Background: an optimization exercise with open tools, aiming at small area, a short achievable clock period and few clock cycles per item. Do not read the settings as production practice. Only simulation tests tie the RTL to the original design; equivalence was not proved.

Design fir_top, start of the top module:
module fir_top (
    input  wire       clk,
    input  wire       resetN,
    input  wire       sampleClk,
    input  wire [7:0] sample,
    output wire [7:0] sum,
    output reg        dav
);
   reg [7:0] h1, h2, h3, h4, h5, h6, h7, h8;
   reg [8:0] s34, s25, s16;
   reg [9:0] m3;
   reg [18:0] t1a;
   reg [17:0] t1b;
   reg [3:0] ic;
   wire busy = ~ic[3] | ~ic[2];
   wire en = sampleClk | busy;
   wire [7:0] xin = busy ? 8'd0 : sample;
   wire s_1, c_2;
   ha us_1 (h2[0], h3[0], s_1, c_2);
   wire s_3, c_4;
   ha us_3 (h2[1], h3[1], s_3, c_4);
   wire s_5, c_6;
   ha us_5 (h2[2], h3[2], s_5, c_6);
   wire s_7, c_8;
   ha us_7 (h2[3], h3[3], s_7, c_8);
   wire s_9, c_10;
   ha us_9 (h2[4], h3[4], s_9, c_10);
   wire s_11, c_12;
   ha us_11 (h2[5], h3[5], s_11, c_12);
   wire s_13, c_14;
   ha us_13 (h2[6], h3[6], s_13, c_14);
   wire s_15, c_16;
   ha us_15 (h2[7], h3[7], s_15, c_16);
   wire s_17, c_18;
   ha us_17 (h2[7], h3[7], s_17, c_18);
   wire G_19 = c_4 | (s_3 & c_2);
   wire G_21 = c_6 | (s_5 & c_4);
   wire P_22 = s_5 & s_3;
   wire G_23 = c_8 | (s_7 & c_6);
   wire P_24 = s_7 & s_5;
   wire G_25 = c_10 | (s_9 & c_8);
   wire P_26 = s_9 & s_7;
   wire G_27 = c_12 | (s_11 & c_10);
   wire P_28 = s_11 & s_9;
   wire G_29 = c_14 | (s_13 & c_12);
   wire P_30 = s_13 & s_11;
   wire G_31 = c_16 | (s_15 & c_14);
   wire P_32 = s_15 & s_13;
   wire G_33 = c_18 | (s_17 & c_16);
   wire P_34 = s_17 & s_15;
   wire G_35 = G_21 | (P_22 & c_2);
   wire G_37 = G_23 | (P_24 & G_19);
   wire G_39 = G_25 | (P_26 & G_21);
   wire P_40 = P_26 & P_22;
   wire G_41 = G_27 | (P_28 & G_23);
   wire P_42 = P_28 & P_24;
   wire G_43 = G_29 | (P_30 & G_25);
   wire P_44 = P_30 & P_26;
   wire G_45 = G_31 | (P_32 & G_27);
   wire P_46 = P_32 & P_28;
   wire G_47 = G_33 | (P_34 & G_29);
   wire P_48 = P_34 & P_30;
   wire G_49 = G_39 | (P_40 & c_2);
   wire G_51 = G_41 | (P_42 & G_19);
   wire G_53 = G_43 | (P_44 & G_35);
   wire G_55 = G_45 | (P_46 & G_37);
   wire G_57 = G_47 | (P_48 & G_39);
   wire P_58 = P_48 & P_40;
   wire G_59 = G_57 | (P_58 & c_2);
   wire [8:0] s34n;
  ...
Size: ~710 cells after synthesis, about 20 I/O pins, roughly 10000 um2 of cells after synthesis.
==> flow/config.mk <==
export PLATFORM = sky130hd
export DESIGN_NAME = fir_top
export DESIGN_NICKNAME = fir_top
export VERILOG_FILES = /design/flow/design.v
export SDC_FILE = /design/flow/constraint.sdc
export NUM_CORES = 4
export LEC_CHECK = 0
export CAP_MARGIN = 20
export CORE_MARGIN = 2
export CORE_UTILIZATION = 65
export CTS_BUF_LIST = sky130_fd_sc_hd__clkbuf_8
export CTS_CLUSTER_SIZE = 30
export SETUP_SLACK_MARGIN = 5
export SLEW_MARGIN = 20
export SYNTH_HIERARCHICAL = 1
==> flow/constraint.sdc <==
create_clock -name core_clock -period 10.0 [get_ports {clk}]
set_input_delay 2.0000 -clock core_clock [delete_from_list [all_inputs] [get_ports {clk}]]
set_output_delay 2.0000 -clock core_clock [all_outputs]
set_load 0.01 [all_outputs]
standard.sh (not shown) runs the stock make flow with config.mk's settings and CLKGATE_MAP_FILE= SYNTH_SCRIPT=/design/flow/synth_recipe.tcl, a recipe that flattens the netlist after the stock synthesis.
==> flow/flow/run.sh <==
#!/bin/bash
# The standard layout (the standard.sh: ORFS from synthesis to the final
# layout), with timing repair aiming at a larger setup margin than the flow
# settings allow and the port buffers made of sky130_fd_sc_hd__buf_2. make's
# output goes to flow_make.log; each ORFS step writes its own log under
# orfs/logs, copied here at the end.
set -euo pipefail
bash standard.sh SETUP_SLACK_MARGIN=6.0 "BUFFER_PORTS_ARGS=-buffer_cell sky130_fd_sc_hd__buf_2" finish > flow_make.log 2>&1
cp orfs/logs/*/fir_top/base/*.log . 2>/dev/null || true
Testbench counts at the start, summed over its fixed seeds: cycles 12,008, items 12,000.
Then changed:
--- a/flow/flow/run.sh
+++ b/flow/flow/run.sh
@@ -6,4 +6,4 @@
 # orfs/logs, copied here at the end.
 set -euo pipefail
-bash standard.sh SETUP_SLACK_MARGIN=6.0 "BUFFER_PORTS_ARGS=-buffer_cell sky130_fd_sc_hd__buf_2" finish > flow_make.log 2>&1
+bash standard.sh SETUP_SLACK_MARGIN=6.4 "BUFFER_PORTS_ARGS=-buffer_cell sky130_fd_sc_hd__buf_2" finish > flow_make.log 2>&1
 cp orfs/logs/*/fir_top/base/*.log . 2>/dev/null || true
The changed run went through all stages and came out clean.
Final cell count is higher by 4.5%.
Worst setup slack is about the same.
Non-clock buffer count is higher by 42.
Wire length is higher by 8.0%.
Cell area is higher by 6.1%.
Die area does not change.
Sequential share of layout area is lower by 2.4 points.
Synthesized cell count is unchanged.
Clock skew is higher by 5.4 ps.
Then changed:
==> flow/flow/run.sh (replaced) <==
#!/bin/bash
# The standard layout (the standard.sh: ORFS from synthesis to the final
# layout), with timing repair aiming at a larger setup margin than the flow
# settings allow and the port buffers made of sky130_fd_sc_hd__buf_4. make's
# output goes to flow_make.log; each ORFS step writes its own log under
# orfs/logs, copied here at the end.
set -euo pipefail
bash standard.sh SETUP_SLACK_MARGIN=6.0 "BUFFER_PORTS_ARGS=-buffer_cell sky130_fd_sc_hd__buf_4" finish > flow_make.log 2>&1
cp orfs/logs/*/fir_top/base/*.log . 2>/dev/null || true
=> Via count came out lower by 3.2%; critical path depth came out lower by 1; setup slack hardly moves.
Then changed:
==> flow/flow/run.sh (replaced) <==
#!/bin/bash
# The standard layout (the standard.sh: ORFS from synthesis to the final
# layout), with timing repair aiming at a larger setup margin than the flow
# settings allow and the port buffers made of sky130_fd_sc_hd__buf_2. make's
# output goes to flow_make.log; each ORFS step writes its own log under
# orfs/logs, copied here at the end.
set -euo pipefail
bash standard.sh SETUP_SLACK_MARGIN=6.0 "BUFFER_PORTS_ARGS=-buffer_cell sky130_fd_sc_hd__buf_2" finish > flow_make.log 2>&1
cp orfs/logs/*/fir_top/base/*.log . 2>/dev/null || true
Settings changed: CORE_UTILIZATION 65 to 55.
What happened:
- register-to-register slack stays flat
- via count went down by 2.1%
- flip-flop and latch count stays the same
- non-clock buffer count is unchanged
- setup slack is better by 30 ps
- core utilization went down by 11 points
Then changed:
==> flow/flow/run.sh (replaced) <==
#!/bin/bash
# The standard layout (the standard.sh: ORFS from synthesis to the final
# layout), with timing repair aiming at a larger setup margin than the flow
# settings allow. make's output goes to flow_make.log; each ORFS step writes
# its own log under orfs/logs, copied here at the end.
set -euo pipefail
bash standard.sh SETUP_SLACK_MARGIN=6.0 finish > flow_make.log 2>&1
cp orfs/logs/*/fir_top/base/*.log . 2>/dev/null || true
Settings changed: CORE_UTILIZATION 55 to 65.
What happened: Global-route usage went up by 4.4 points. Routed wire length went up slightly. Count of clock-buffer cells in the layout is unchanged. Register-to-register slack improved by 110 ps. Non-clock buffer count grows by 1.
Then changed:
==> flow/flow/run.sh (replaced) <==
#!/bin/bash
# The standard layout (the standard.sh: ORFS from synthesis to the final
# layout), with timing repair aiming at a larger setup margin than the flow
# settings allow and the port buffers made of sky130_fd_sc_hd__buf_2. make's
# output goes to flow_make.log; each ORFS step writes its own log under
# orfs/logs, copied here at the end.
set -euo pipefail
bash standard.sh SETUP_SLACK_MARGIN=6.2 "BUFFER_PORTS_ARGS=-buffer_cell sky130_fd_sc_hd__buf_2" finish > flow_make.log 2>&1
cp orfs/logs/*/fir_top/base/*.log . 2>/dev/null || true
Maximum frequency went up by about 1.6%.
Routed wire length came out higher by about 1.8%.
Design area grows by about 1.6%.
Die area does not change.
Setup slack gets better by 63 ps.
Synthesized cell count is unchanged.
Cell count came out higher by 1.1%.
Clock skew barely changes.
Via count rises by about 2.7%.

Setup of exp/umber:
Another version of the RTL of fir_top (not shown whole).
Size in the first run: roughly 890 cells after synthesis, ~150 flip-flops, ~20 I/O pins, roughly 11000 um^2 of cells after synthesis.
Settings: LEC_CHECK=0, CAP_MARGIN=20, CORE_MARGIN=2, CORE_UTILIZATION=65, CTS_BUF_LIST=sky130_fd_sc_hd__clkbuf_8, CTS_CLUSTER_SIZE=30, SETUP_SLACK_MARGIN=5, SLEW_MARGIN=20, SYNTH_HIERARCHICAL=1; clock period 10.0 ns.
run.sh (not shown) runs the stock make flow with config.mk's settings and CLKGATE_MAP_FILE= SYNTH_SCRIPT=/design/flow/synth_recipe.tcl, a recipe that flattens the netlist after the stock synthesis.
Stock flow here: none of the scripts above is used.
Testbench counts of exp/umber, summed over its fixed seeds: cycles 12,008, items 12,000.
[inputs] exp/fjord vs exp/umber
==> flow/flow/run.sh (new file) <==
#!/bin/bash
# The standard layout (the standard.sh, ORFS from synthesis to the final
# layout) with timing repair aiming at a tighter setup margin than the flow
# settings allow; ORFS writes each tool's log under orfs/logs, and make's own
# output goes to flow_make.log here.
set -euo pipefail
bash standard.sh SETUP_SLACK_MARGIN=6 finish > flow_make.log 2>&1
==> flow/standard.sh (new file) <==
#!/bin/bash
# synth_recipe.tcl (not shown) runs the flow's synth.tcl, then flattens the netlist and writes it again
# the make line also repeats each setting of config.mk as NAME=value (left out here)
make -C /OpenROAD-flow-scripts/flow DESIGN_CONFIG=/design/flow/config.mk WORK_HOME=/design/flow/orfs CLKGATE_MAP_FILE= SYNTH_SCRIPT=/design/flow/synth_recipe.tcl "${@:-finish}"
removed: flow/run.sh
Findings:
- Delta(average via count per standard cell, exp/fjord - exp/umber) > 0
- exp/fjord: design area is about 8% higher than what exp/umber reported.
- Changes observed in exp/fjord relative to exp/umber: global-route wire length before repair increased 2200 um; clock skew increased 3.3 ps.
- Re data arrival at the endpoint of the critical path: exp/fjord and exp/umber aren't equal, and the lower value belongs to exp/fjord.
- Between exp/fjord and exp/umber, the sequential share of layout area is higher for exp/umber.
- After detailed routing, exp/umber needs less wire than exp/fjord.
- exp/fjord ended with more global-route total usage across every layer than exp/umber.
- exp/fjord against exp/umber: worst-case reg-to-reg path depth -2.

-- separate check: timing with driven ports --
How much do the figures lean on ideal ports? The routed layouts below were timed once more, with nothing changed but the port constraints.
Step 1 sets driving cells, clkbuf_16 on the clock port and buf_2 on the other inputs (assumed; they add their load-dependent delay and slew).
Step 2 adds t to the input delays and takes it off the output delays; t is the mean of the earliest and latest rising clock arrival at the registers after step 1. Input paths then give back, and output paths get back, about the clock's delay inside the block.
a / b / c = no drivers / after step 1 / after step 2; a / b = the first two.
run	shift t [ns]	setup slack, ns	worst setup path after step 2	latest minus earliest clock arrival (ns)	cell pins on the clock port's net
the first run of note 1	0.493	6.061 / 6.020 / 5.730	input to register	0.013 / 0.012	1
the second run of note 1	0.491	6.061 / 6.021 / 5.958	input to register	0.019 / 0.019	1
the third run of note 1	0.500	6.061 / 6.019 / 5.693	input to register	0.017 / 0.017	1
the fourth run of note 1	0.489	6.091 / 6.052 / 5.702	input to register	0.019 / 0.019	1
the fifth run of note 1	0.487	6.008 / 5.968 / 5.596	input to register	0.012 / 0.012	1
the sixth run of note 1	0.489	6.071 / 6.032 / 5.853	input to register	0.014 / 0.015	1
exp/umber	0.488	5.355 / 5.355 / 5.229	input to register	0.014 / 0.015	1
exp/fjord	0.494	5.518 / 5.518 / 5.518	register to register	0.018 / 0.018	1
After both steps every run listed still meets setup and hold. For the fifth run of note 1, which loses most, drivers alone change the setup slack by -0.040 ns; drivers and shift together by -0.412 ns.
